Background: an optimization exercise with open tools, aiming at small area, a short achievable clock period and few clock cycles per item. Do not read the settings as production practice.
Where RTL was checked, it was by simulation tests only, not by an equivalence proof against the original.
Function not checked in run 1: the RTL went through the layout flow alone.

<file path="flow/constraint.sdc">
create_clock -name core_clock -period 8.0 [get_ports {clk}]
set_input_delay 1.6000 -clock core_clock [delete_from_list [all_inputs] [get_ports {clk}]]
set_output_delay 1.6000 -clock core_clock [all_outputs]
set_load 0.01 [all_outputs]
</file>
<file path="flow/run.sh">
#!/bin/bash
# synth_recipe.tcl (not shown) runs the flow's synth.tcl, then flattens the netlist and writes it again
# the make line also repeats each setting of config.mk as NAME=value (left out here)
make -C /OpenROAD-flow-scripts/flow DESIGN_CONFIG=/design/flow/config.mk WORK_HOME=/design/flow/orfs CLKGATE_MAP_FILE= SYNTH_SCRIPT=/design/flow/synth_recipe.tcl finish
</file>
<file path="flow/design.v">
`timescale 1ns/10ps
module geofence (clk,reset,X,Y,valid,is_inside);
input           clk;
input           reset;
input   [9:0]   X;
input   [9:0]   Y;
output          valid;
output          is_inside;
reg  [4:0]  cnt;
reg         ph0, ph2, in_vtx, st8, st9, chk, last;
reg  [9:0]  ox, oy;
reg  signed [10:0] rx [0:6];
reg  signed [10:0] ry [0:6];
reg         nzr;               
reg         rg [0:6];          
reg         rl [0:6];          
reg  [2:0]  rk [0:6];
reg         pl [1:6][0:5];     
reg         pe [1:6][0:5];     
reg  signed [10:0] sx, sy;
reg         bxp, bxn, byp, byn;    
reg         pr;                
integer i, j, k;
function automatic [10:0] sub10(input [9:0] a, input [9:0] b);
    reg [9:0] g, p, nb;
    integer q, d;
    begin
        nb = ~b;
        g = a & nb;
        p = a | nb;
        for (d = 1; d < 10; d = d * 2)
            for (q = 9; q >= d; q = q - 1) begin
                g[q] = g[q] | (p[q] & g[q-d]);
                p[q] = p[q] & p[q-d];
            end
        sub10 = {~(g[9] | p[9]), (a ^ nb) ^ {g[8:0] | p[8:0], 1'b1}};
    end
endfunction
function automatic [1:0] cmp11(input [10:0] a, input [10:0] b);
    reg [10:0] ua, ub, g, p;
    integer q, d;
    begin
        ua = {~a[10], a[9:0]};
        ub = {~b[10], b[9:0]};
        g = ub & ~ua;
        p = ub | ~ua;
        for (d = 1; d < 11; d = d * 2)
            for (q = 10; q >= d; q = q - 1) begin
                g[q] = g[q] | (p[q] & g[q-d]);
                p[q] = p[q] & p[q-d];
            end
        cmp11 = {g[10], g[10] | p[10]};
    end
endfunction
wire signed [10:0] nx = sub10(X, ox);
wire signed [10:0] ny = sub10(Y, oy);
always @(posedge clk) begin
    if (ph0) begin
        ox <= X;
        oy <= Y;
    end
    if (in_vtx) begin
        rx[0] <= nx;
        ry[0] <= ny;
        nzr <= (X == 10'd0);
    end else begin
        rx[0] <= rx[6];
        ry[0] <= ry[6];
    end
    for (i = 1; i < 7; i = i + 1) begin
        rx[i] <= rx[i-1];
        ry[i] <= ry[i-1];
    end
end
reg first;
always @(posedge clk) begin
    if (in_vtx) begin
        bxp <= (bxp || first) && !nx[10];
        bxn <= (bxn || first) && (nx[10] || nx == 11'd0);
        byp <= (byp || first) && !ny[10];
        byn <= (byn || first) && (ny[10] || ny == 11'd0);
    end
end
reg  [1:0] cx [1:6];
reg  [1:0] cy [1:6];
reg        newl, ng;
reg        gn [0:6];           
always @(*) begin
    newl = ph2;
    ng = 1'b0;
    for (k = 1; k < 7; k = k + 1) begin
        cx[k] = cmp11(rx[0], rx[k]);
        cy[k] = cmp11(ry[k], ry[0]);
        newl = newl | (rl[k] & cx[k][1]);
        ng = ng | (rl[k] & !cy[k][0]);
    end
    gn[0] = !newl && ng && !nzr;
    for (k = 1; k < 7; k = k + 1)
        gn[k] = newl ? cy[k][1] : rg[k];
end
always @(posedge clk) begin
    for (k = 1; k < 7; k = k + 1) begin
        pl[1][k-1] <= cx[k][1];
        pe[1][k-1] <= cx[k][0];
    end
    for (i = 2; i < 7; i = i + 1)
        for (k = 0; k < 6; k = k + 1) begin
            pl[i][k] <= pl[i-1][k];
            pe[i][k] <= pe[i-1][k];
        end
    rl[0] <= 1'b0;
    rl[1] <= newl;
    rg[0] <= gn[6];
    for (i = 1; i < 7; i = i + 1) begin
        rg[i] <= gn[i-1];
        if (i > 1) rl[i] <= rl[i-1] & !newl;
    end
end
reg        g [0:6];
reg        lt [0:6][0:6];    
reg  [2:0] rank [0:6];
reg        smax;
reg        sel0 [0:6];       
always @(*) begin
    for (i = 0; i < 7; i = i + 1)
        g[i] = rg[(7-i)%7];
    for (i = 0; i < 7; i = i + 1)
        for (j = 0; j < 7; j = j + 1) lt[i][j] = 1'b0;
    for (i = 0; i < 7; i = i + 1)
        for (j = i + 1; j < 7; j = j + 1) begin
            if (!g[i] && !g[j])     lt[i][j] = !pl[7-j][j-1-i];
            else if (g[i] && g[j])  lt[i][j] = pe[7-j][j-1-i];
            else                    lt[i][j] = g[i];
            lt[j][i] = !lt[i][j];
        end
    for (j = 0; j < 7; j = j + 1) begin
        rank[j] = 3'd0;
        for (i = 0; i < 7; i = i + 1)
            rank[j] = rank[j] + {2'b0, lt[i][j]};
    end
    smax = 1'b1;
    for (j = 0; j < 7; j = j + 1)
        if (j != 1) smax = smax & !lt[1][j];
    for (j = 0; j < 7; j = j + 1) begin
        sel0[j] = (j == 1) ? 1'b0 : smax ? 1'b1 : lt[1][j];
        for (k = 0; k < 7; k = k + 1)
            if (k != j && j != 1) begin
                if (smax) sel0[j] = sel0[j] & !lt[k][j];
                else if (k != 1) sel0[j] = sel0[j] & !(lt[1][k] & lt[k][j]);
            end
    end
end
always @(posedge clk) begin
    if (st9) begin
        for (i = 0; i < 7; i = i + 1)
            rk[(8-i)%7] <= rank[i];
    end else begin
        rk[0] <= rk[6];
        for (i = 1; i < 7; i = i + 1)
            rk[i] <= rk[i-1];
    end
end
reg [2:0] tgt;
reg       sel [0:6];
reg signed [10:0] nsx, nsy;
always @(*) begin
    tgt = (rk[6] == 3'd6) ? 3'd0 : rk[6] + 3'd1;
    for (i = 0; i < 7; i = i + 1)
        sel[i] = st9 ? sel0[(7-i)%7] : (rk[i] == tgt);
    nsx = 11'sd0;
    nsy = 11'sd0;
    for (i = 0; i < 7; i = i + 1)
        if (sel[i]) begin
            nsx = nsx | rx[i];
            nsy = nsy | ry[i];
        end
end
wire [10:0] a1 = sx, b1 = ry[0], a2 = sy, b2 = rx[0];
wire [80:0] mid;
reg  [80:0] midr;
wire [21:0] ca, cb;
wire p1 = ~(a1[0] & b1[0]);
wire p2 = ~(a1[0] & b1[1]);
wire p3 = ~(a1[0] & b1[2]);
wire p4 = ~(a1[0] & b1[3]);
wire p5 = ~(a1[0] & b1[4]);
wire p6 = ~(a1[0] & b1[5]);
wire p7 = ~(a1[0] & b1[6]);
wire p8 = ~(a1[0] & b1[7]);
wire p9 = ~(a1[0] & b1[8]);
wire p10 = ~(a1[0] & b1[9]);
wire p11 = ~(a1[0] & b1[10]);
wire p12 = ~(a1[1] & b1[0]);
wire p13 = ~(a1[1] & b1[1]);
wire p14 = ~(a1[1] & b1[2]);
wire p15 = ~(a1[1] & b1[3]);
wire p16 = ~(a1[1] & b1[4]);
wire p17 = ~(a1[1] & b1[5]);
wire p18 = ~(a1[1] & b1[6]);
wire p19 = ~(a1[1] & b1[7]);
wire p20 = ~(a1[1] & b1[8]);
wire p21 = ~(a1[1] & b1[9]);
wire p22 = ~(a1[1] & b1[10]);
wire p23 = ~(a1[2] & b1[0]);
wire p24 = ~(a1[2] & b1[1]);
wire p25 = ~(a1[2] & b1[2]);
wire p26 = ~(a1[2] & b1[3]);
wire p27 = ~(a1[2] & b1[4]);
wire p28 = ~(a1[2] & b1[5]);
wire p29 = ~(a1[2] & b1[6]);
wire p30 = ~(a1[2] & b1[7]);
wire p31 = ~(a1[2] & b1[8]);
wire p32 = ~(a1[2] & b1[9]);
wire p33 = ~(a1[2] & b1[10]);
wire p34 = ~(a1[3] & b1[0]);
wire p35 = ~(a1[3] & b1[1]);
wire p36 = ~(a1[3] & b1[2]);
wire p37 = ~(a1[3] & b1[3]);
wire p38 = ~(a1[3] & b1[4]);
wire p39 = ~(a1[3] & b1[5]);
wire p40 = ~(a1[3] & b1[6]);
wire p41 = ~(a1[3] & b1[7]);
wire p42 = ~(a1[3] & b1[8]);
wire p43 = ~(a1[3] & b1[9]);
wire p44 = ~(a1[3] & b1[10]);
wire p45 = ~(a1[4] & b1[0]);
wire p46 = ~(a1[4] & b1[1]);
wire p47 = ~(a1[4] & b1[2]);
wire p48 = ~(a1[4] & b1[3]);
wire p49 = ~(a1[4] & b1[4]);
wire p50 = ~(a1[4] & b1[5]);
wire p51 = ~(a1[4] & b1[6]);
wire p52 = ~(a1[4] & b1[7]);
wire p53 = ~(a1[4] & b1[8]);
wire p54 = ~(a1[4] & b1[9]);
wire p55 = ~(a1[4] & b1[10]);
wire p56 = ~(a1[5] & b1[0]);
wire p57 = ~(a1[5] & b1[1]);
wire p58 = ~(a1[5] & b1[2]);
wire p59 = ~(a1[5] & b1[3]);
wire p60 = ~(a1[5] & b1[4]);
wire p61 = ~(a1[5] & b1[5]);
wire p62 = ~(a1[5] & b1[6]);
wire p63 = ~(a1[5] & b1[7]);
wire p64 = ~(a1[5] & b1[8]);
wire p65 = ~(a1[5] & b1[9]);
wire p66 = ~(a1[5] & b1[10]);
wire p67 = ~(a1[6] & b1[0]);
wire p68 = ~(a1[6] & b1[1]);
wire p69 = ~(a1[6] & b1[2]);
wire p70 = ~(a1[6] & b1[3]);
wire p71 = ~(a1[6] & b1[4]);
wire p72 = ~(a1[6] & b1[5]);
wire p73 = ~(a1[6] & b1[6]);
wire p74 = ~(a1[6] & b1[7]);
wire p75 = ~(a1[6] & b1[8]);
wire p76 = ~(a1[6] & b1[9]);
wire p77 = ~(a1[6] & b1[10]);
wire p78 = ~(a1[7] & b1[0]);
wire p79 = ~(a1[7] & b1[1]);
wire p80 = ~(a1[7] & b1[2]);
wire p81 = ~(a1[7] & b1[3]);
wire p82 = ~(a1[7] & b1[4]);
wire p83 = ~(a1[7] & b1[5]);
wire p84 = ~(a1[7] & b1[6]);
wire p85 = ~(a1[7] & b1[7]);
wire p86 = ~(a1[7] & b1[8]);
wire p87 = ~(a1[7] & b1[9]);
wire p88 = ~(a1[7] & b1[10]);
wire p89 = ~(a1[8] & b1[0]);
wire p90 = ~(a1[8] & b1[1]);
wire p91 = ~(a1[8] & b1[2]);
wire p92 = ~(a1[8] & b1[3]);
wire p93 = ~(a1[8] & b1[4]);
wire p94 = ~(a1[8] & b1[5]);
wire p95 = ~(a1[8] & b1[6]);
wire p96 = ~(a1[8] & b1[7]);
wire p97 = ~(a1[8] & b1[8]);
wire p98 = ~(a1[8] & b1[9]);
wire p99 = ~(a1[8] & b1[10]);
wire p100 = ~(a1[9] & b1[0]);
wire p101 = ~(a1[9] & b1[1]);
wire p102 = ~(a1[9] & b1[2]);
wire p103 = ~(a1[9] & b1[3]);
wire p104 = ~(a1[9] & b1[4]);
wire p105 = ~(a1[9] & b1[5]);
wire p106 = ~(a1[9] & b1[6]);
wire p107 = ~(a1[9] & b1[7]);
wire p108 = ~(a1[9] & b1[8]);
wire p109 = ~(a1[9] & b1[9]);
wire p110 = ~(a1[9] & b1[10]);
wire p111 = ~(a1[10] & b1[0]);
wire p112 = ~(a1[10] & b1[1]);
wire p113 = ~(a1[10] & b1[2]);
wire p114 = ~(a1[10] & b1[3]);
wire p115 = ~(a1[10] & b1[4]);
wire p116 = ~(a1[10] & b1[5]);
wire p117 = ~(a1[10] & b1[6]);
wire p118 = ~(a1[10] & b1[7]);
wire p119 = ~(a1[10] & b1[8]);
wire p120 = ~(a1[10] & b1[9]);
wire p121 = ~(a1[10] & b1[10]);
wire p122 = ~(a2[0] & b2[0]);
wire p123 = ~(a2[0] & b2[1]);
wire p124 = ~(a2[0] & b2[2]);
wire p125 = ~(a2[0] & b2[3]);
wire p126 = ~(a2[0] & b2[4]);
wire p127 = ~(a2[0] & b2[5]);
wire p128 = ~(a2[0] & b2[6]);
wire p129 = ~(a2[0] & b2[7]);
wire p130 = ~(a2[0] & b2[8]);
wire p131 = ~(a2[0] & b2[9]);
wire p132 = ~(a2[0] & b2[10]);
wire p133 = ~(a2[1] & b2[0]);
wire p134 = ~(a2[1] & b2[1]);
wire p135 = ~(a2[1] & b2[2]);
wire p136 = ~(a2[1] & b2[3]);
wire p137 = ~(a2[1] & b2[4]);
wire p138 = ~(a2[1] & b2[5]);
wire p139 = ~(a2[1] & b2[6]);
wire p140 = ~(a2[1] & b2[7]);
wire p141 = ~(a2[1] & b2[8]);
wire p142 = ~(a2[1] & b2[9]);
wire p143 = ~(a2[1] & b2[10]);
wire p144 = ~(a2[2] & b2[0]);
wire p145 = ~(a2[2] & b2[1]);
wire p146 = ~(a2[2] & b2[2]);
wire p147 = ~(a2[2] & b2[3]);
wire p148 = ~(a2[2] & b2[4]);
wire p149 = ~(a2[2] & b2[5]);
wire p150 = ~(a2[2] & b2[6]);
wire p151 = ~(a2[2] & b2[7]);
wire p152 = ~(a2[2] & b2[8]);
wire p153 = ~(a2[2] & b2[9]);
wire p154 = ~(a2[2] & b2[10]);
wire p155 = ~(a2[3] & b2[0]);
wire p156 = ~(a2[3] & b2[1]);
wire p157 = ~(a2[3] & b2[2]);
wire p158 = ~(a2[3] & b2[3]);
wire p159 = ~(a2[3] & b2[4]);
wire p160 = ~(a2[3] & b2[5]);
wire p161 = ~(a2[3] & b2[6]);
wire p162 = ~(a2[3] & b2[7]);
wire p163 = ~(a2[3] & b2[8]);
wire p164 = ~(a2[3] & b2[9]);
wire p165 = ~(a2[3] & b2[10]);
wire p166 = ~(a2[4] & b2[0]);
wire p167 = ~(a2[4] & b2[1]);
wire p168 = ~(a2[4] & b2[2]);
wire p169 = ~(a2[4] & b2[3]);
wire p170 = ~(a2[4] & b2[4]);
wire p171 = ~(a2[4] & b2[5]);
wire p172 = ~(a2[4] & b2[6]);
wire p173 = ~(a2[4] & b2[7]);
wire p174 = ~(a2[4] & b2[8]);
wire p175 = ~(a2[4] & b2[9]);
wire p176 = ~(a2[4] & b2[10]);
wire p177 = ~(a2[5] & b2[0]);
wire p178 = ~(a2[5] & b2[1]);
wire p179 = ~(a2[5] & b2[2]);
wire p180 = ~(a2[5] & b2[3]);
wire p181 = ~(a2[5] & b2[4]);
wire p182 = ~(a2[5] & b2[5]);
wire p183 = ~(a2[5] & b2[6]);
wire p184 = ~(a2[5] & b2[7]);
wire p185 = ~(a2[5] & b2[8]);
wire p186 = ~(a2[5] & b2[9]);
wire p187 = ~(a2[5] & b2[10]);
wire p188 = ~(a2[6] & b2[0]);
wire p189 = ~(a2[6] & b2[1]);
wire p190 = ~(a2[6] & b2[2]);
wire p191 = ~(a2[6] & b2[3]);
wire p192 = ~(a2[6] & b2[4]);
wire p193 = ~(a2[6] & b2[5]);
wire p194 = ~(a2[6] & b2[6]);
wire p195 = ~(a2[6] & b2[7]);
wire p196 = ~(a2[6] & b2[8]);
wire p197 = ~(a2[6] & b2[9]);
wire p198 = ~(a2[6] & b2[10]);
wire p199 = ~(a2[7] & b2[0]);
wire p200 = ~(a2[7] & b2[1]);
wire p201 = ~(a2[7] & b2[2]);
wire p202 = ~(a2[7] & b2[3]);
wire p203 = ~(a2[7] & b2[4]);
wire p204 = ~(a2[7] & b2[5]);
wire p205 = ~(a2[7] & b2[6]);
wire p206 = ~(a2[7] & b2[7]);
wire p207 = ~(a2[7] & b2[8]);
wire p208 = ~(a2[7] & b2[9]);
wire p209 = ~(a2[7] & b2[10]);
wire p210 = ~(a2[8] & b2[0]);
wire p211 = ~(a2[8] & b2[1]);
wire p212 = ~(a2[8] & b2[2]);
wire p213 = ~(a2[8] & b2[3]);
wire p214 = ~(a2[8] & b2[4]);
wire p215 = ~(a2[8] & b2[5]);
wire p216 = ~(a2[8] & b2[6]);
wire p217 = ~(a2[8] & b2[7]);
wire p218 = ~(a2[8] & b2[8]);
wire p219 = ~(a2[8] & b2[9]);
wire p220 = ~(a2[8] & b2[10]);
wire p221 = ~(a2[9] & b2[0]);
wire p222 = ~(a2[9] & b2[1]);
wire p223 = ~(a2[9] & b2[2]);
wire p224 = ~(a2[9] & b2[3]);
wire p225 = ~(a2[9] & b2[4]);
wire p226 = ~(a2[9] & b2[5]);
wire p227 = ~(a2[9] & b2[6]);
wire p228 = ~(a2[9] & b2[7]);
wire p229 = ~(a2[9] & b2[8]);
wire p230 = ~(a2[9] & b2[9]);
wire p231 = ~(a2[9] & b2[10]);
wire p232 = ~(a2[10] & b2[0]);
wire p233 = ~(a2[10] & b2[1]);
wire p234 = ~(a2[10] & b2[2]);
wire p235 = ~(a2[10] & b2[3]);
wire p236 = ~(a2[10] & b2[4]);
wire p237 = ~(a2[10] & b2[5]);
wire p238 = ~(a2[10] & b2[6]);
wire p239 = ~(a2[10] & b2[7]);
wire p240 = ~(a2[10] & b2[8]);
wire p241 = ~(a2[10] & b2[9]);
wire p242 = ~(a2[10] & b2[10]);
wire s243 = p131 ^ p141;
wire c244 = p131 | p141;
wire s245 = p11 ^ p111;
wire c246 = p11 | p111;
wire s247, c248;
fadd us247 (.a(p21), .b(p31), .c(p41), .s(s247), .co(c248));
wire s249 = p142 ^ p152;
wire c250 = p142 & p152;
wire s251 = p22 ^ p112;
wire c252 = p22 | p112;
wire s253, c254;
fadd us253 (.a(p32), .b(p42), .c(p52), .s(s253), .co(c254));
wire s255 = p153 ^ p163;
wire c256 = p153 & p163;
wire s257, c258;
fadd us257 (.a(p43), .b(p53), .c(p63), .s(s257), .co(c258));
wire s259 = p128 ^ p138;
wire c260 = p128 | p138;
wire s261 = p129 ^ p139;
wire c262 = p129 | p139;
wire s263, c264;
fadd us263 (.a(p8), .b(p18), .c(p28), .s(s263), .co(c264));
wire s265 = p149 ^ p159;
wire c266 = p149 & p159;
wire s267 = p130 ^ p140;
wire c268 = p130 | p140;
wire s269, c270;
fadd us269 (.a(p9), .b(p19), .c(p29), .s(s269), .co(c270));
wire s271, c272;
fadd us271 (.a(p39), .b(p49), .c(p59), .s(s271), .co(c272));
wire s273, c274;
fadd us273 (.a(p69), .b(p79), .c(p89), .s(s273), .co(c274));
wire s275 = p150 ^ p160;
wire c276 = p150 & p160;
wire s277, c278;
fadd us277 (.a(p10), .b(p20), .c(p30), .s(s277), .co(c278));
wire s279, c280;
fadd us279 (.a(p40), .b(p50), .c(p60), .s(s279), .co(c280));
wire s281, c282;
fadd us281 (.a(p70), .b(p80), .c(p90), .s(s281), .co(c282));
wire s283, c284;
fadd us283 (.a(p151), .b(p161), .c(p171), .s(s283), .co(c284));
wire s285, c286;
fadd us285 (.a(p181), .b(p191), .c(p201), .s(s285), .co(c286));
wire s287 = p211 ^ p221;
wire c288 = p211 & p221;
wire s289, c290;
fadd us289 (.a(p51), .b(p61), .c(p71), .s(s289), .co(c290));
wire s291, c292;
fadd us291 (.a(p81), .b(p91), .c(p101), .s(s291), .co(c292));
wire s293, c294;
fadd us293 (.a(p132), .b(p232), .c(s245), .s(s293), .co(c294));
wire s295, c296;
fadd us295 (.a(p162), .b(p172), .c(p182), .s(s295), .co(c296));
wire s297, c298;
fadd us297 (.a(p192), .b(p202), .c(p212), .s(s297), .co(c298));
wire s299, c300;
fadd us299 (.a(p222), .b(c244), .c(s249), .s(s299), .co(c300));
wire s301, c302;
fadd us301 (.a(p62), .b(p72), .c(p82), .s(s301), .co(c302));
wire s303, c304;
fadd us303 (.a(p92), .b(p102), .c(p143), .s(s303), .co(c304));
wire s305, c306;
fadd us305 (.a(p233), .b(c248), .c(s251), .s(s305), .co(c306));
wire s307, c308;
fadd us307 (.a(p173), .b(p183), .c(p193), .s(s307), .co(c308));
wire s309, c310;
fadd us309 (.a(p203), .b(p213), .c(p223), .s(s309), .co(c310));
wire s311, c312;
fadd us311 (.a(c246), .b(c250), .c(s255), .s(s311), .co(c312));
wire s313, c314;
fadd us313 (.a(p73), .b(p83), .c(p93), .s(s313), .co(c314));
wire s315, c316;
fadd us315 (.a(p103), .b(p154), .c(p234), .s(s315), .co(c316));
wire s317, c318;
fadd us317 (.a(p33), .b(p113), .c(p164), .s(s317), .co(c318));
wire s319, c320;
fadd us319 (.a(p174), .b(p184), .c(p194), .s(s319), .co(c320));
wire s321, c322;
fadd us321 (.a(p204), .b(p214), .c(p224), .s(s321), .co(c322));
wire i323 = ~c254;
wire s324, c325;
fadd us324 (.a(c252), .b(c256), .c(i323), .s(s324), .co(c325));
wire s326, c327;
fadd us326 (.a(p54), .b(p64), .c(p74), .s(s326), .co(c327));
wire s328, c329;
fadd us328 (.a(p84), .b(p94), .c(p104), .s(s328), .co(c329));
wire s330, c331;
fadd us330 (.a(p165), .b(p235), .c(c258), .s(s330), .co(c331));
wire s332, c333;
fadd us332 (.a(p44), .b(p114), .c(p175), .s(s332), .co(c333));
wire s334, c335;
fadd us334 (.a(p185), .b(p195), .c(p205), .s(s334), .co(c335));
wire s336, c337;
fadd us336 (.a(p65), .b(p75), .c(p85), .s(s336), .co(c337));
wire s338, c339;
fadd us338 (.a(p95), .b(p105), .c(p176), .s(s338), .co(c339));
wire s340, c341;
fadd us340 (.a(p55), .b(p115), .c(p186), .s(s340), .co(c341));
wire s342, c343;
fadd us342 (.a(p76), .b(p86), .c(p96), .s(s342), .co(c343));
wire s344 = p126 ^ p136;
wire c345 = p126 | p136;
wire s346 = p127 ^ p137;
wire c347 = p127 | p137;
wire s348, c349;
fadd us348 (.a(p6), .b(p16), .c(p26), .s(s348), .co(c349));
wire s350 = p147 ^ p157;
wire c351 = p147 & p157;
wire s352, c353;
fadd us352 (.a(p7), .b(p17), .c(p27), .s(s352), .co(c353));
wire s354, c355;
fadd us354 (.a(p37), .b(p47), .c(p57), .s(s354), .co(c355));
wire s356, c357;
fadd us356 (.a(p148), .b(p158), .c(p168), .s(s356), .co(c357));
wire s358 = p178 ^ p188;
wire c359 = p178 & p188;
wire s360, c361;
fadd us360 (.a(p38), .b(p48), .c(p58), .s(s360), .co(c361));
wire s362, c363;
fadd us362 (.a(p68), .b(p78), .c(s261), .s(s362), .co(c363));
wire s364, c365;
fadd us364 (.a(p169), .b(p179), .c(p189), .s(s364), .co(c365));
wire s366, c367;
fadd us366 (.a(p199), .b(c260), .c(s265), .s(s366), .co(c367));
wire s368, c369;
fadd us368 (.a(c264), .b(s267), .c(s269), .s(s368), .co(c369));
wire s370, c371;
fadd us370 (.a(p170), .b(p180), .c(p190), .s(s370), .co(c371));
wire s372, c373;
fadd us372 (.a(p200), .b(p210), .c(c262), .s(s372), .co(c373));
wire i374 = ~s271;
wire s375, c376;
fadd us375 (.a(c266), .b(s275), .c(i374), .s(s375), .co(c376));
wire s377, c378;
fadd us377 (.a(p100), .b(s243), .c(c270), .s(s377), .co(c378));
wire s379, c380;
fadd us379 (.a(c272), .b(c274), .c(s277), .s(s379), .co(c380));
wire s381, c382;
fadd us381 (.a(c268), .b(c276), .c(s283), .s(s381), .co(c382));
wire i383 = ~s279;
wire s384, c385;
fadd us384 (.a(s285), .b(s287), .c(i383), .s(s384), .co(c385));
wire s386, c387;
fadd us386 (.a(s247), .b(c278), .c(c280), .s(s386), .co(c387));
wire s388, c389;
fadd us388 (.a(c282), .b(s289), .c(s291), .s(s388), .co(c389));
wire s390, c391;
fadd us390 (.a(c284), .b(c286), .c(c288), .s(s390), .co(c391));
wire s392, c393;
fadd us392 (.a(s295), .b(s297), .c(s299), .s(s392), .co(c393));
wire s394, c395;
fadd us394 (.a(s253), .b(c290), .c(c292), .s(s394), .co(c395));
wire s396, c397;
fadd us396 (.a(c294), .b(s301), .c(s303), .s(s396), .co(c397));
wire s398, c399;
fadd us398 (.a(c296), .b(c298), .c(c300), .s(s398), .co(c399));
wire s400, c401;
fadd us400 (.a(s307), .b(s309), .c(s311), .s(s400), .co(c401));
wire s402, c403;
fadd us402 (.a(s257), .b(c302), .c(c304), .s(s402), .co(c403));
wire s404, c405;
fadd us404 (.a(c306), .b(s313), .c(s315), .s(s404), .co(c405));
wire s406, c407;
fadd us406 (.a(c308), .b(c310), .c(c312), .s(s406), .co(c407));
wire s408, c409;
fadd us408 (.a(s317), .b(s319), .c(s321), .s(s408), .co(c409));
wire s410, c411;
fadd us410 (.a(c314), .b(c316), .c(s326), .s(s410), .co(c411));
wire s412, c413;
fadd us412 (.a(p215), .b(p225), .c(c318), .s(s412), .co(c413));
wire s414, c415;
fadd us414 (.a(c320), .b(c322), .c(c325), .s(s414), .co(c415));
wire i416 = ~s328;
wire s417, c418;
fadd us417 (.a(s332), .b(s334), .c(i416), .s(s417), .co(c418));
wire s419, c420;
fadd us419 (.a(p236), .b(c327), .c(c329), .s(s419), .co(c420));
wire s421, c422;
fadd us421 (.a(c331), .b(s336), .c(s338), .s(s421), .co(c422));
wire s423, c424;
fadd us423 (.a(p196), .b(p206), .c(p216), .s(s423), .co(c424));
wire s425, c426;
fadd us425 (.a(p226), .b(c333), .c(c335), .s(s425), .co(c426));
wire s427, c428;
fadd us427 (.a(p106), .b(p187), .c(p237), .s(s427), .co(c428));
wire s429, c430;
fadd us429 (.a(c337), .b(c339), .c(s342), .s(s429), .co(c430));
wire s431, c432;
fadd us431 (.a(p66), .b(p116), .c(p197), .s(s431), .co(c432));
wire s433, c434;
fadd us433 (.a(p207), .b(p217), .c(p227), .s(s433), .co(c434));
wire s435, c436;
fadd us435 (.a(p87), .b(p97), .c(p107), .s(s435), .co(c436));
wire s437, c438;
fadd us437 (.a(p198), .b(p238), .c(c343), .s(s437), .co(c438));
wire s439, c440;
fadd us439 (.a(p77), .b(p117), .c(p208), .s(s439), .co(c440));
wire s441, c442;
fadd us441 (.a(p98), .b(p108), .c(p209), .s(s441), .co(c442));
wire s443 = p124 ^ p134;
wire c444 = p124 & p134;
wire s445 = p125 ^ p135;
wire c446 = p125 | p135;
wire s447, c448;
fadd us447 (.a(p4), .b(p14), .c(p24), .s(s447), .co(c448));
wire s449, c450;
fadd us449 (.a(p5), .b(p15), .c(p25), .s(s449), .co(c450));
wire s451, c452;
fadd us451 (.a(p35), .b(p45), .c(s344), .s(s451), .co(c452));
wire s453 = p146 ^ p156;
wire c454 = p146 & p156;
wire s455, c456;
fadd us455 (.a(p36), .b(p46), .c(p56), .s(s455), .co(c456));
wire s457, c458;
fadd us457 (.a(p167), .b(p177), .c(c345), .s(s457), .co(c458));
wire i459 = ~s350;
wire s460, c461;
fadd us460 (.a(i459), .b(s346), .c(s348), .s(s460), .co(c461));
wire s462, c463;
fadd us462 (.a(p67), .b(s259), .c(c349), .s(s462), .co(c463));
wire s464, c465;
fadd us464 (.a(c347), .b(c351), .c(s356), .s(s464), .co(c465));
wire i466 = ~s358;
wire s467, c468;
fadd us467 (.a(i466), .b(s352), .c(s354), .s(s467), .co(c468));
wire s469, c470;
fadd us469 (.a(s263), .b(c353), .c(c355), .s(s469), .co(c470));
wire s471, c472;
fadd us471 (.a(c357), .b(c359), .c(s364), .s(s471), .co(c472));
wire i473 = ~s366;
wire s474, c475;
fadd us474 (.a(i473), .b(s360), .c(s362), .s(s474), .co(c475));
wire s476, c477;
fadd us476 (.a(s273), .b(c361), .c(c363), .s(s476), .co(c477));
wire s478, c479;
fadd us478 (.a(c365), .b(c367), .c(s370), .s(s478), .co(c479));
wire i480 = ~s368;
wire s481, c482;
fadd us481 (.a(s372), .b(s375), .c(i480), .s(s481), .co(c482));
wire s483, c484;
fadd us483 (.a(s281), .b(c369), .c(s377), .s(s483), .co(c484));
wire s485, c486;
fadd us485 (.a(c371), .b(c373), .c(c376), .s(s485), .co(c486));
wire i487 = ~s379;
wire s488, c489;
fadd us488 (.a(s381), .b(s384), .c(i487), .s(s488), .co(c489));
wire s490, c491;
fadd us490 (.a(s293), .b(c378), .c(c380), .s(s490), .co(c491));
wire s492, c493;
fadd us492 (.a(c382), .b(c385), .c(s390), .s(s492), .co(c493));
wire i494 = ~s392;
wire s495, c496;
fadd us495 (.a(i494), .b(s386), .c(s388), .s(s495), .co(c496));
wire s497, c498;
fadd us497 (.a(s305), .b(c387), .c(c389), .s(s497), .co(c498));
wire s499, c500;
fadd us499 (.a(c391), .b(c393), .c(s398), .s(s499), .co(c500));
wire i501 = ~s400;
wire s502, c503;
fadd us502 (.a(i501), .b(s394), .c(s396), .s(s502), .co(c503));
wire s504, c505;
fadd us504 (.a(c395), .b(c397), .c(s402), .s(s504), .co(c505));
wire s506, c507;
fadd us506 (.a(s324), .b(c399), .c(c401), .s(s506), .co(c507));
wire i508 = ~s404;
wire s509, c510;
fadd us509 (.a(s406), .b(s408), .c(i508), .s(s509), .co(c510));
wire s511, c512;
fadd us511 (.a(s330), .b(c403), .c(c405), .s(s511), .co(c512));
wire s513, c514;
fadd us513 (.a(c407), .b(c409), .c(s412), .s(s513), .co(c514));
wire i515 = ~s410;
wire s516, c517;
fadd us516 (.a(s414), .b(s417), .c(i515), .s(s516), .co(c517));
wire s518, c519;
fadd us518 (.a(c411), .b(s419), .c(s421), .s(s518), .co(c519));
wire s520, c521;
fadd us520 (.a(s340), .b(c413), .c(c415), .s(s520), .co(c521));
wire s522, c523;
fadd us522 (.a(c418), .b(s423), .c(s425), .s(s522), .co(c523));
wire s524, c525;
fadd us524 (.a(c420), .b(c422), .c(s427), .s(s524), .co(c525));
wire s526, c527;
fadd us526 (.a(c341), .b(c424), .c(c426), .s(s526), .co(c527));
wire i528 = ~s429;
wire s529, c530;
fadd us529 (.a(s431), .b(s433), .c(i528), .s(s529), .co(c530));
wire s531, c532;
fadd us531 (.a(c428), .b(c430), .c(s435), .s(s531), .co(c532));
wire s533, c534;
fadd us533 (.a(p218), .b(p228), .c(c432), .s(s533), .co(c534));
wire i535 = ~s437;
wire s536, c537;
fadd us536 (.a(c434), .b(s439), .c(i535), .s(s536), .co(c537));
wire s538, c539;
fadd us538 (.a(p239), .b(c436), .c(c438), .s(s538), .co(c539));
wire s540, c541;
fadd us540 (.a(p88), .b(p118), .c(p219), .s(s540), .co(c541));
wire i542 = ~s441;
wire s543, c544;
fadd us543 (.a(p229), .b(c440), .c(i542), .s(s543), .co(c544));
wire s545, c546;
fadd us545 (.a(p109), .b(p220), .c(p240), .s(s545), .co(c546));
wire s547, c548;
fadd us547 (.a(p99), .b(p119), .c(p230), .s(s547), .co(c548));
wire s549 = p123 ^ p133;
wire c550 = p123 & p133;
wire s551 = p144 ^ s443;
wire c552 = p144 | s443;
wire s553 = p3 ^ p13;
wire c554 = ~p3 & ~p13;
wire s555, c556;
fadd us555 (.a(p34), .b(s445), .c(s447), .s(s555), .co(c556));
wire s557, c558;
fadd us557 (.a(p145), .b(p155), .c(c444), .s(s557), .co(c558));
wire s559, c560;
fadd us559 (.a(c448), .b(s449), .c(s451), .s(s559), .co(c560));
wire s561, c562;
fadd us561 (.a(p166), .b(c446), .c(s453), .s(s561), .co(c562));
wire s563, c564;
fadd us563 (.a(c450), .b(c452), .c(s455), .s(s563), .co(c564));
wire i565 = ~s460;
wire s566, c567;
fadd us566 (.a(c454), .b(s457), .c(i565), .s(s566), .co(c567));
wire s568, c569;
fadd us568 (.a(c456), .b(c461), .c(s462), .s(s568), .co(c569));
wire i570 = ~s467;
wire s571, c572;
fadd us571 (.a(c458), .b(s464), .c(i570), .s(s571), .co(c572));
wire s573, c574;
fadd us573 (.a(c463), .b(c468), .c(s469), .s(s573), .co(c574));
wire i575 = ~s474;
wire s576, c577;
fadd us576 (.a(c465), .b(s471), .c(i575), .s(s576), .co(c577));
wire s578, c579;
fadd us578 (.a(c470), .b(c475), .c(s476), .s(s578), .co(c579));
wire s580, c581;
fadd us580 (.a(c472), .b(s478), .c(s481), .s(s580), .co(c581));
wire s582, c583;
fadd us582 (.a(c479), .b(c482), .c(s485), .s(s582), .co(c583));
wire i584 = ~s488;
wire s585, c586;
fadd us585 (.a(i584), .b(c477), .c(s483), .s(s585), .co(c586));
wire s587, c588;
fadd us587 (.a(c484), .b(s490), .c(s495), .s(s587), .co(c588));
wire s589, c590;
fadd us589 (.a(c486), .b(c489), .c(s492), .s(s589), .co(c590));
wire s591, c592;
fadd us591 (.a(c491), .b(c496), .c(s497), .s(s591), .co(c592));
wire i593 = ~s502;
wire s594, c595;
fadd us594 (.a(c493), .b(s499), .c(i593), .s(s594), .co(c595));
wire s596, c597;
fadd us596 (.a(c498), .b(c503), .c(s504), .s(s596), .co(c597));
wire s598, c599;
fadd us598 (.a(c500), .b(s506), .c(s509), .s(s598), .co(c599));
wire s600, c601;
fadd us600 (.a(c507), .b(c510), .c(s513), .s(s600), .co(c601));
wire i602 = ~s516;
wire s603, c604;
fadd us603 (.a(i602), .b(c505), .c(s511), .s(s603), .co(c604));
wire s605, c606;
fadd us605 (.a(c514), .b(c517), .c(s520), .s(s605), .co(c606));
wire i607 = ~s522;
wire s608, c609;
fadd us608 (.a(i607), .b(c512), .c(s518), .s(s608), .co(c609));
wire s610, c611;
fadd us610 (.a(c521), .b(c523), .c(s526), .s(s610), .co(c611));
wire i612 = ~s529;
wire s613, c614;
fadd us613 (.a(i612), .b(c519), .c(s524), .s(s613), .co(c614));
wire s615, c616;
fadd us615 (.a(c527), .b(c530), .c(s533), .s(s615), .co(c616));
wire i617 = ~s536;
wire s618, c619;
fadd us618 (.a(i617), .b(c525), .c(s531), .s(s618), .co(c619));
wire s620, c621;
fadd us620 (.a(c534), .b(c537), .c(s540), .s(s620), .co(c621));
wire i622 = ~s543;
wire s623, c624;
fadd us623 (.a(i622), .b(c532), .c(s538), .s(s623), .co(c624));
wire s625, c626;
fadd us625 (.a(c442), .b(c539), .c(s545), .s(s625), .co(c626));
wire s627, c628;
fadd us627 (.a(c541), .b(c544), .c(s547), .s(s627), .co(c628));
wire s629, c630;
fadd us629 (.a(p231), .b(p241), .c(c546), .s(s629), .co(c630));
wire s631, c632;
fadd us631 (.a(p110), .b(p120), .c(c548), .s(s631), .co(c632));
assign mid = {c632, c630, p121, p242, s631, s629, c628, c626, s627, s625, c624, c621, s623, s620, c619, c616, s618, s615, c614, c611, s613, s610, c609, c606, s608, s605, c604, c601, s603, s600, c599, c597, s598, s596, c595, c592, s594, s591, c590, c588, s589, s587, c586, c583, s585, s582, c581, c579, s580, s578, c577, c574, s576, s573, c572, c569, s571, s568, c567, c564, s566, s563, c562, c560, s561, s559, c558, c556, s557, s555, c554, c552, s553, s551, c550, p23, s549, p12, p2, p1, p122};
wire s633 = midr[4] ^ midr[2];
wire c634 = midr[4] & ~midr[2];
wire i635 = ~midr[5];
wire s636 = midr[6] ^ midr[8] ^ i635;
wire c637 = (midr[6] & midr[8]) | (i635 & (midr[6] ^ midr[8]));
wire s638 = midr[9] ^ midr[10] ^ midr[12];
wire c639 = (midr[9] & midr[10]) | (midr[12] & (midr[9] ^ midr[10]));
wire i640 = ~midr[13];
wire s641 = midr[14] ^ midr[16] ^ i640;
wire c642 = (midr[14] & midr[16]) | (i640 & (midr[14] ^ midr[16]));
wire i643 = ~midr[17];
wire s644 = midr[18] ^ midr[20] ^ i643;
wire c645 = (midr[18] & midr[20]) | (i643 & (midr[18] ^ midr[20]));
wire i646 = ~midr[21];
wire s647 = midr[22] ^ midr[24] ^ i646;
wire c648 = (midr[22] & midr[24]) | (i646 & (midr[22] ^ midr[24]));
wire i649 = ~midr[25];
wire s650 = midr[26] ^ midr[28] ^ i649;
wire c651 = (midr[26] & midr[28]) | (i649 & (midr[26] ^ midr[28]));
wire i652 = ~midr[29];
wire s653 = midr[30] ^ midr[32] ^ i652;
wire c654 = (midr[30] & midr[32]) | (i652 & (midr[30] ^ midr[32]));
wire i655 = ~midr[33];
wire s656 = midr[34] ^ midr[35] ^ i655;
wire c657 = (midr[34] & midr[35]) | (i655 & (midr[34] ^ midr[35]));
wire i658 = ~midr[38];
wire s659 = midr[37] ^ midr[40] ^ i658;
wire c660 = (midr[37] & midr[40]) | (i658 & (midr[37] ^ midr[40]));
wire i661 = ~midr[41];
wire s662 = midr[42] ^ midr[44] ^ i661;
wire c663 = (midr[42] & midr[44]) | (i661 & (midr[42] ^ midr[44]));
wire i664 = ~midr[45];
wire s665 = midr[46] ^ midr[48] ^ i664;
wire c666 = (midr[46] & midr[48]) | (i664 & (midr[46] ^ midr[48]));
wire i667 = ~midr[49];
wire s668 = midr[50] ^ midr[51] ^ i667;
wire c669 = (midr[50] & midr[51]) | (i667 & (midr[50] ^ midr[51]));
wire i670 = ~midr[54];
wire s671 = midr[53] ^ midr[55] ^ i670;
wire c672 = (midr[53] & midr[55]) | (i670 & (midr[53] ^ midr[55]));
wire i673 = ~midr[58];
wire s674 = midr[57] ^ midr[59] ^ i673;
wire c675 = (midr[57] & midr[59]) | (i673 & (midr[57] ^ midr[59]));
wire i676 = ~midr[62];
wire s677 = midr[61] ^ midr[63] ^ i676;
wire c678 = (midr[61] & midr[63]) | (i676 & (midr[61] ^ midr[63]));
wire i679 = ~midr[66];
wire s680 = midr[65] ^ midr[67] ^ i679;
wire c681 = (midr[65] & midr[67]) | (i679 & (midr[65] ^ midr[67]));
wire i682 = ~midr[70];
wire s683 = midr[69] ^ midr[72] ^ i682;
wire c684 = (midr[69] & midr[72]) | (i682 & (midr[69] ^ midr[72]));
wire i685 = ~midr[73];
wire s686 = midr[74] ^ midr[76] ^ i685;
wire c687 = (midr[74] & midr[76]) | (i685 & (midr[74] ^ midr[76]));
wire i688 = ~midr[78];
wire s689 = midr[77] ^ midr[80] ^ i688;
wire c690 = (midr[77] & midr[80]) | (i688 & (midr[77] ^ midr[80]));
wire s691 = midr[3] ^ s633;
wire c692 = ~midr[3] & ~s633;
wire i693 = ~midr[7];
wire s694, c695;
fadd us694 (.a(c634), .b(s636), .c(i693), .s(s694), .co(c695));
wire i696 = ~midr[11];
wire s697, c698;
fadd us697 (.a(c637), .b(s638), .c(i696), .s(s697), .co(c698));
wire i699 = ~midr[15];
wire s700, c701;
fadd us700 (.a(c639), .b(s641), .c(i699), .s(s700), .co(c701));
wire i702 = ~midr[19];
wire s703, c704;
fadd us703 (.a(c642), .b(s644), .c(i702), .s(s703), .co(c704));
wire i705 = ~midr[23];
wire s706, c707;
fadd us706 (.a(c645), .b(s647), .c(i705), .s(s706), .co(c707));
wire i708 = ~midr[27];
wire s709, c710;
fadd us709 (.a(c648), .b(s650), .c(i708), .s(s709), .co(c710));
wire i711 = ~midr[31];
wire s712, c713;
fadd us712 (.a(c651), .b(s653), .c(i711), .s(s712), .co(c713));
wire i714 = ~midr[36];
wire s715, c716;
fadd us715 (.a(c654), .b(s656), .c(i714), .s(s715), .co(c716));
wire i717 = ~midr[39];
wire s718, c719;
fadd us718 (.a(c657), .b(s659), .c(i717), .s(s718), .co(c719));
wire i720 = ~midr[43];
wire s721, c722;
fadd us721 (.a(c660), .b(s662), .c(i720), .s(s721), .co(c722));
wire i723 = ~midr[47];
wire s724, c725;
fadd us724 (.a(c663), .b(s665), .c(i723), .s(s724), .co(c725));
wire i726 = ~midr[52];
wire s727, c728;
fadd us727 (.a(c666), .b(s668), .c(i726), .s(s727), .co(c728));
wire i729 = ~midr[56];
wire s730, c731;
fadd us730 (.a(c669), .b(s671), .c(i729), .s(s730), .co(c731));
wire i732 = ~midr[60];
wire s733, c734;
fadd us733 (.a(c672), .b(s674), .c(i732), .s(s733), .co(c734));
wire i735 = ~midr[64];
wire s736, c737;
fadd us736 (.a(c675), .b(s677), .c(i735), .s(s736), .co(c737));
wire i738 = ~midr[68];
wire s739, c740;
fadd us739 (.a(c678), .b(s680), .c(i738), .s(s739), .co(c740));
wire i741 = ~midr[71];
wire s742, c743;
fadd us742 (.a(c681), .b(s683), .c(i741), .s(s742), .co(c743));
wire i744 = ~midr[75];
wire s745, c746;
fadd us745 (.a(c684), .b(s686), .c(i744), .s(s745), .co(c746));
wire i747 = ~midr[79];
wire s748, c749;
fadd us748 (.a(c687), .b(s689), .c(i747), .s(s748), .co(c749));
assign ca = {c690, c746, c743, c740, c737, c734, c731, c728, c725, c722, c719, c716, c713, c710, c707, c704, c701, c698, c695, c692, s691, midr[0]};
assign cb = {c749, s748, s745, s742, s739, s736, s733, s730, s727, s724, s721, s718, s715, s712, s709, s706, s703, s700, s697, s694, 1'b1, ~midr[1]};
always @(posedge clk) begin
    sx <= nsx;
    sy <= nsy;
    midr <= mid;
end
reg  [20:0] tg, tp;
integer q, d;
always @(*) begin
    tg = ca[20:0] & cb[20:0];
    tp = ca[20:0] | cb[20:0];
    for (d = 1; d < 16; d = d * 2)
        for (q = 2 * d - 1; q < 21; q = q + 2 * d) begin
            tg[q] = tg[q] | (tp[q] & tg[q-d]);
            tp[q] = tp[q] & tp[q-d];
        end
end
wire c20 = tg[19] | (tp[19] & tg[15]);
wire c21 = tg[20] | (tp[20] & c20);
wire pass = !(ca[21] ^ cb[21] ^ c21);
wire boxout = bxp || bxn || byp || byn;
wire done = last || (chk && !pr) || (st8 && boxout);
wire [4:0] cnt_n = done ? 5'd0 : cnt + 5'd1;
always @(posedge clk) begin
    pr <= pass;
    if (reset) begin
        cnt <= 5'd0;
        ph0 <= 1'b1;
        first <= 1'b0;
        ph2 <= 1'b0;
        in_vtx <= 1'b0;
        st8 <= 1'b0;
        st9 <= 1'b0;
        chk <= 1'b0;
        last <= 1'b0;
    end else begin
        cnt <= cnt_n;
        ph0 <= cnt_n == 5'd0;
        first <= cnt_n == 5'd1;
        ph2 <= cnt_n == 5'd2;
        in_vtx <= cnt_n >= 5'd1 && cnt_n <= 5'd7;
        st8 <= cnt_n == 5'd8;
        st9 <= cnt_n == 5'd9;
        chk <= cnt_n >= 5'd12 && cnt_n <= 5'd18;
        last <= cnt_n == 5'd18;
    end
end
assign valid = done;
assign is_inside = pr && !st8;
endmodule
module fadd (a, b, c, s, co);
input  a, b, c;
output s, co;
assign s = a ^ b ^ c;
assign co = (a & b) | (c & (a ^ b));
endmodule
</file>
<file path="flow/config.mk">
export PLATFORM = sky130hd
export DESIGN_NAME = geofence
export DESIGN_NICKNAME = geofence
export VERILOG_FILES = /design/flow/design.v
export SDC_FILE = /design/flow/constraint.sdc
export NUM_CORES = 4
export LEC_CHECK = 0
export ABC_AREA = 1
export CAP_MARGIN = 20
export CORE_MARGIN = 2
export CORE_UTILIZATION = 70
export PLACE_DENSITY = 0.85
export SETUP_SLACK_MARGIN = 4.7
export SLEW_MARGIN = 20
export SYNTH_HIERARCHICAL = 1
export SYNTH_MINIMUM_KEEP_SIZE = 0
</file>
==> flow_metrics.py, run 1 <==
metrics = {
    "status": {
        "status": "finished clean",
    },
    "global_routing": {
        "antenna_found_initial": 0,
        "grt_pass1_vias": 18400,
        "grt_pass1_wl_um": 92000,
        "grt-ovfl-total": 0,
        "groute.usage.overall": 0.357,
        "grt_max_degree": 50,
    },
    "synthesis": {
        "synth.cell_area_um2": 21600,
        "ys.flop_type": "dfxtp_1",
        "synthTopCellsByArea": "dfxtp_1 (32%), fa_1 (20%), nand2_1 (12%)",
        "ys_seq_elements": 372,
        "synth_area_leader_cell": "dfxtp_1",
        "synth.distinct_cells": 55,
        "synth_top_area_frac": 0.322,
        "syn_avg_cell_area_um2": 8.29,
        "synth_edf_count": 25,
        "synthTopCellsByCount": "nand2_1 (684), inv_1 (420), dfxtp_1 (347), fa_1 (220), nor2_1 (185)",
        "yosysWarnings": 22,
        "postSynth.asyncResetShare": 0,
        "synth_most_common_cell": "nand2_1",
        "synth_cells": 2601,
        "synth_nets": 2921,
        "ys_seq_area_frac": 0.357,
    },
    "cells_and_area": {
        "drive_gt1_frac": 0.0668,
        "diodes": 0,
        "area_growth_pct": 9.27,
        "fin_cells": 3016,
        "nNetsFinal": 2913,
        "final_area_um2": 23600,
    },
    "clock_network": {
        "cts.path.max_buffers": 3,
        "clock_latency_ns": 0.55,
        "root_buffer": "clkbuf_16",
        "clkTransAtPathRegs_ns": 0.06,
        "cts_made_buffers": 38,
        "cts_num_sinks": 372,
        "cts_tree": "yes",
        "hold_buffers": 0,
        "htreeDepth": 2,
    },
    "floorplanning": {
        "die_h_um": 180,
        "io_pins": 24,
        "dieArea_um2": 32200,
        "core-area_um2": 30500,
        "initial_utilization": 0.707,
        "fp.dieW_um": 180,
        "rows": 64,
    },
    "detailed_routing": {
        "drc": 0,
        "drt-wirelength-per-cell_um": 19.1,
        "vias_per_cell": 5.91,
        "ant_nets": 0,
        "dr.first_iter.drc_count": 1888,
        "drt_pass1_iterations": 8,
        "drt_wl_total_um": 57600,
        "vias": 17800,
    },
    "worst_setup_path": {
        "critPathLaunchType": "flop",
        "critical_path.top_delay_family": "buffers and inverters",
        "endpoint_kind": "output port",
        "critPathSlowestCell": "clkdlybuf4s50_1",
        "critPathRequiredTime_ns": 6.40,
        "cp_num_buf_inv": 2,
        "worst-path-max-fanout": 2,
        "crit_chain": "inv_1 -> nor2_1 -> clkdlybuf4s50_1",
        "crit_type": "reg2out",
        "slowest_delay_ns": 0.57,
        "cp.arrival_ns": 1.71,
    },
    "timing": {
        "rsz0062_at_grt": "no",
        "fin_skew_ns": 0.0201,
        "setup_viol": 0,
        "hold_violations": 0,
        "fin_crit_sh": 0.414,
        "layout_min_cycle_time_ns": 3.31,
        "relSlewSlack": 0.279,
        "fin_tns_setup_ns": 0,
        "finalMaxSlewViolations": 0,
        "fin_hold_ws_ns": 0.347,
        "fmax_mhz": 302,
        "worst_slew_pin_slew_ns": 1.07,
    },
    "placement": {
        "hpwlAfterDp_um": 40700,
        "io_buffers": 23,
        "finalWeightedCongestion": 0.940,
        "dp.cells": 2944,
        "dpl_cell_area_um2": 22000,
    },
    "hold_path": {
        "hold_path_class": "reg2reg",
    },
    "flow_run": {
        "cap_violations": 0,
    },
}
==> worst reg2reg max path: stages, from the launching register on <==
cell and delay (ns):
dfxtp_1 0.32, buf_4 0.29, nand2_1 0.11, ha_1 0.34, fa_1 0.47, fa_1 0.50
inv_1 0.06, fa_1 0.54, inv_1 0.06, fa_1 0.43
==> timing repair <==
item	in CTS	in global routing
pin swaps	1	4
cloned	0	1
endpoints found under the setup margin	46	60
resized for setup	19	64
setup buffers	1	3
==> worst paths after layout <==
check                 from        end  slack [ns]  depth (start not counted)
setup / recovery        pr  is_inside        4.69                          3
hold / removal       pl[3]      pl[9]        0.35                          0
setup reg to reg  rx[0][9]   midr[44]        4.75                          9
hold reg to reg      pl[3]      pl[9]        0.35                          0
==> layout by cell type, fill, tap and decap left out, types with 35 or more instances in the layout <==
cell / Yosys / layout
nor2_1: 185 / 178
dfxtp_1: 347 / 319
o21ai_0: 135 / 128
inv_1: 420 / 417
fa_1: 220 / 220
ha_1: 78 / 76
nand2_1: 684 / 683
a21oi_1: 80 / 77
nand3_1: 113 / 110
clkbuf_16: 0 / 40
o22ai_1: 36 / 35
==> per-module statistics from Yosys (local to each module, per instance) <==
module | flip-flops and latches | area (um2)
geofence | 372 | 18000
fadd | 0 | 20.0
==> registers in the layout, summed over array words and instances (netlist names), 5 cells and up <==
| register | flops |
|---|---|
| midr | 81 |
| rg | 7 |
| pl | 21 |
| rl | 6 |
| oy | 10 |
| ry | 77 |
| sy | 11 |
| cnt | 5 |
| pe | 21 |
| rk | 21 |
| sx | 11 |
| rx | 77 |
| ox | 10 |
==> per-stage QoR <==
stage	util	worst slack (ns)
3_5_place_dp	0.720	4.20
6_report	0.773	4.69
4_1_cts	0.766	4.61
5_1_grt	0.773	4.64
2_1_floorplan	-	4.69
3_3_place_gp	0.720	4.28
==> cell families after synthesis <==
group,synth area share
and+or+nand+nor,0.197
buffers and inverters,0.0955
adders and majority gates,0.249
DFF,0.357
xor gates and xnor gates,0.0114
AOI/OAI and AO/OA,0.0895
==> cell type report <==
type / instances / area (um2)
clock buffers: 49 / 1070
clock inverters: 18 / 277
fillers: 2045 / 6930
inverters: 426 / 1600
multi-input cells: 1710 / 12000
flip-flops and latches: 372 / 7740
well taps: 396 / 495
repair buffers: 45 / 399
==> metal layers <==
layer	global-route usage	wire length (um)	vias up
li1	-	-	8034
met5	0	0	-
met1	0.451	21900	8375
met3	0.0665	5530	288
met2	0.579	26700	1140
met4	0.205	3510	0
==> run 2, diff against run 1 <==
--- a/flow/design.v
+++ b/flow/design.v
@@ -9,3 +9,4 @@
 reg  [4:0]  cnt;
-reg         ph0, ph2, in_vtx, st8, st9, chk, last;
+reg         ph0, ph2, in_vtx, st7, st9;
+reg         valid_r;
 reg  [9:0]  ox, oy;
@@ -19,3 +20,3 @@
 reg         pe [1:6][0:5];     
-reg  signed [10:0] sx, sy;
+reg  signed [10:0] sx, sy, hx, hy;
 reg         bxp, bxn, byp, byn;    
@@ -78,5 +79,5 @@
         bxp <= (bxp || first) && !nx[10];
-        bxn <= (bxn || first) && (nx[10] || nx == 11'd0);
+        bxn <= (bxn || first) && (nx[10] || X == ox);
         byp <= (byp || first) && !ny[10];
-        byn <= (byn || first) && (ny[10] || ny == 11'd0);
+        byn <= (byn || first) && (ny[10] || Y == oy);
     end
@@ -177,3 +178,3 @@
 end
-wire [10:0] a1 = sx, b1 = ry[0], a2 = sy, b2 = rx[0];
+wire [10:0] a1 = sx, b1 = hy, a2 = sy, b2 = hx;
 wire [80:0] mid;
@@ -936,2 +937,4 @@
     sy <= nsy;
+    hx <= rx[6];
+    hy <= ry[6];
     midr <= mid;
@@ -952,9 +955,12 @@
 wire pass = !(ca[21] ^ cb[21] ^ c21);
-wire boxout = bxp || bxn || byp || byn;
-wire done = last || (chk && !pr) || (st8 && boxout);
-wire [4:0] cnt_n = done ? 5'd0 : cnt + 5'd1;
+wire boxout = (bxp && !nx[10]) || (bxn && (nx[10] || X == ox)) ||
+              (byp && !ny[10]) || (byn && (ny[10] || Y == oy));
+wire [4:0] cnt_n = valid_r ? 5'd0 : cnt + 5'd1;
+wire chk_n  = cnt_n >= 5'd12 && cnt_n <= 5'd18;
+wire last_n = cnt_n == 5'd18;
 always @(posedge clk) begin
-    pr <= pass;
+    pr <= pass && !st7;
     if (reset) begin
         cnt <= 5'd0;
+        valid_r <= 1'b0;
         ph0 <= 1'b1;
@@ -963,8 +969,7 @@
         in_vtx <= 1'b0;
-        st8 <= 1'b0;
+        st7 <= 1'b0;
         st9 <= 1'b0;
-        chk <= 1'b0;
-        last <= 1'b0;
     end else begin
         cnt <= cnt_n;
+        valid_r <= last_n || (chk_n && !pass) || (st7 && boxout);
         ph0 <= cnt_n == 5'd0;
@@ -973,10 +978,8 @@
         in_vtx <= cnt_n >= 5'd1 && cnt_n <= 5'd7;
-        st8 <= cnt_n == 5'd8;
+        st7 <= cnt_n == 5'd7;
         st9 <= cnt_n == 5'd9;
-        chk <= cnt_n >= 5'd12 && cnt_n <= 5'd18;
-        last <= cnt_n == 5'd18;
     end
 end
-assign valid = done;
-assign is_inside = pr && !st8;
+assign valid = valid_r;
+assign is_inside = pr;
 endmodule
--- a/flow/config.mk
+++ b/flow/config.mk
@@ -12,3 +12,3 @@
 export PLACE_DENSITY = 0.85
-export SETUP_SLACK_MARGIN = 4.7
+export SETUP_SLACK_MARGIN = 4.8
 export SLEW_MARGIN = 20
==> run 2 against run 1 <==
First-iteration DRC count grew 13%. Die area grew 2.4%. Wire length down 0.87%. Critical path type is now in2reg.
==> flow_metrics.py, run 2 <==
metrics = {
    "worst_setup_path": {
        "endpoint_kind": "flop",
        "critPathSlowestCell": "clkdlybuf4s50_1",
        "crit_chain": "clkdlybuf4s50_1 -> inv_1 -> ha_1 -> nor2_2 -> nand2_1 -> nor2_2 -> nand2_1 -> nand4_1 -> nand2_1 -> nand2_2 -> nand3_2 -> a21oi_2 -> a21oi_1",
        "slowest_delay_ns": 0.51,
        "crit_type": "in2reg",
        "reg2reg_slack_ns": 4.85,
        "critical_path.top_delay_family": "simple AND/OR/NAND/NOR gates",
        "crit_path_frequent_cell": "nand2_1",
        "cp_num_buf_inv": 2,
        "critPathLaunchType": "input port",
        "cp.arrival_ns": 3.58,
        "critPathRequiredTime_ns": 8.41,
        "worst-path-max-fanout": 4,
    },
    "synthesis": {
        "synth.distinct_cells": 47,
        "ys_seq_elements": 393,
        "synthTopCellsByArea": "dfxtp_1 (33%), fa_1 (20%), nand2_1 (12%)",
        "synth_nets": 2969,
        "ys_seq_area_frac": 0.367,
        "synth.cell_area_um2": 22100,
        "syn_avg_cell_area_um2": 8.35,
        "synth_most_common_cell": "nand2_1",
        "synth_cells": 2649,
        "yosysWarnings": 22,
        "postSynth.asyncResetShare": 0,
        "ys.flop_type": "dfxtp_1",
        "synth_area_leader_cell": "dfxtp_1",
        "synth_top_area_frac": 0.333,
        "synthTopCellsByCount": "nand2_1 (713), inv_1 (410), dfxtp_1 (368), fa_1 (220), nor2_1 (193)",
        "synth_edf_count": 25,
    },
    "detailed_routing": {
        "drc": 0,
        "drt-wirelength-per-cell_um": 18.6,
        "dr.first_iter.drc_count": 2137,
        "vias": 17900,
        "vias_per_cell": 5.81,
        "drt_wl_total_um": 57100,
        "ant_nets": 0,
        "drt_pass1_iterations": 8,
    },
    "global_routing": {
        "grt_pass1_vias": 17900,
        "grt_max_degree": 44,
        "use_met2": 0.579,
        "grt-ovfl-total": 0,
        "groute.usage.overall": 0.345,
        "grtUsageMet3": 0.0676,
        "busiest_layer": "met2",
        "use_met1": 0.431,
        "antenna_found_initial": 0,
        "grt_pass1_wl_um": 90000,
    },
    "clock_network": {
        "cts.path.max_buffers": 3,
        "htreeDepth": 2,
        "cts_made_buffers": 41,
        "cts_tree": "yes",
        "cts_num_sinks": 393,
        "root_buffer": "clkbuf_16",
        "hold_buffers": 0,
        "clock_latency_ns": 0.54,
        "clkTransAtPathRegs_ns": 0.06,
    },
    "timing": {
        "fin_tns_setup_ns": 0,
        "setup_viol": 0,
        "layout_setup_ws_ns": 4.83,
        "relSlewSlack": 0.351,
        "fmax_mhz": 315,
        "worst_slew_pin_slew_ns": 0.963,
        "layout_min_cycle_time_ns": 3.17,
        "finalMaxSlewViolations": 0,
        "fin_skew_ns": 0.0145,
        "hold_violations": 0,
        "fin_crit_sh": 0.396,
        "rsz0062_at_grt": "yes",
    },
    "placement": {
        "io_buffers": 23,
        "pre_cts_ws_ns": 4.18,
        "finalWeightedCongestion": 0.992,
        "hpwlAfterDp_um": 40500,
    },
    "flow_run": {
        "cap_violations": 0,
    },
    "cells_and_area": {
        "reg.largest.list": "midr: 81 flops, rx: 77 flops, ry: 77 flops",
        "layout_commonest_cell": "nand2_1",
        "area_growth_pct": 9.28,
        "nNetsFinal": 2967,
        "largest_reg_flops": 81,
        "drive_gt1_frac": 0.0785,
        "regMostFlops": "midr",
        "diodes": 0,
        "final_cell_mix": "nand2_1 (709), inv_1 (407), dfxtp_1 (332), fa_1 (219), nor2_1 (179)",
    },
    "status": {
        "status": "finished clean",
    },
    "floorplanning": {
        "fp.dieW_um": 182,
        "dieArea_um2": 33000,
        "rows": 65,
        "io_pins": 24,
        "core-area_um2": 31300,
        "die_h_um": 182,
        "initial_utilization": 0.706,
    },
    "hold_path": {
        "hold_path_class": "reg2reg",
    },
}
## run 2: layer usage
metal | vias to the layer above | wire length (um)
li1 | 8186 | -
met1 | 8401 | 21600
met2 | 1053 | 26900
met3 | 238 | 5610
met4 | 0 | 2970
met5 | - | 0
## run 2: cell families after synthesis
logic type | after synthesis | synth area share
fa+ha+maj | 298 | 0.243
flops | 393 | 0.367
compound gates | 319 | 0.0806
buf+inv | 510 | 0.0927
simple gates | 1102 | 0.206
xor+xnor | 27 | 0.0107
## run 2: path summary, 6_finish.rpt
path                  from  endpoint  cells past startpoint
hold reg to reg   ry[2][1]  ry[3][1]                      0
setup / recovery      Y[2]   valid_r                     13
hold / removal    ry[2][1]  ry[3][1]                      0
setup reg to reg     sy[6]  midr[39]                      6
## run 2: modules after synthesis (local to each module, per instance)
module / cells inside / cell area (um2) / flip-flops and latches / times used
fadd: 1 / 20.0 / 0 / 180
geofence: 2469 / 18500 / 393 / 1
## run 2: per-stage QoR
stage | cell area, um2 | instances | hold WS [ns] | util
floorplan | 22100 | 2649 | 0.324 | -
global placement | 22400 | 2987 | 0.330 | 0.716
detailed placement | 22400 | 2987 | 0.336 | 0.716
CTS | 23800 | 3059 | 0.341 | 0.761
global route | 24200 | 3078 | 0.354 | 0.772
finish | 24200 | 3078 | 0.346 | 0.772
## run 2: final cells by class
class | count | area (um2)
Clock inverter | 17 | 134
Tap cell | 402 | 503
Sequential cell | 393 | 8190
Inverter | 418 | 1570
Timing Repair Buffer | 45 | 410
Clock buffer | 55 | 1220
Multi-Input combinational cell | 1748 | 12100
Fill cell | 2093 | 7140
## run 2: timing repair
action | in CTS | in global routing
cloned | 0 | 2
endpoints found under the hold margin | 0 | 0
endpoints found under the setup margin | 47 | 60
gates resized for setup | 27 | 77
buffers inserted | 0 | 17
pin swaps | 0 | 10
Testbench counts of run 2, summed over its fixed seeds: cycles 32,845, items 2,400.

-- re-timing with driven ports --
How much do the figures lean on ideal ports? The routed layouts below were timed once more, with nothing changed but the port constraints. Step 1 assumes that a clkbuf_16 drives the clock port and a buf_2 every other input. Step 2 also shifts input and output timing later by t, the mid clock arrival at the registers, as if the neighbouring blocks saw the same clock. a / b / c = ideal ports / drivers / drivers and shift; a / b = the first two.
| run | shift t [ns] | setup WS [ns] | worst data-port slew with drivers (ns) |
|---|---|---|---|
| run 1 | 0.592 | 4.689 / 4.633 / 4.240 | 0.04 |
| run 2 | 0.589 | 4.829 / 4.807 / 4.266 | 0.03 |
After both steps setup and hold are still met in every run listed. The setup slack of run 2, which loses most, moves by -0.022 ns with the drivers and by -0.563 ns with both steps.
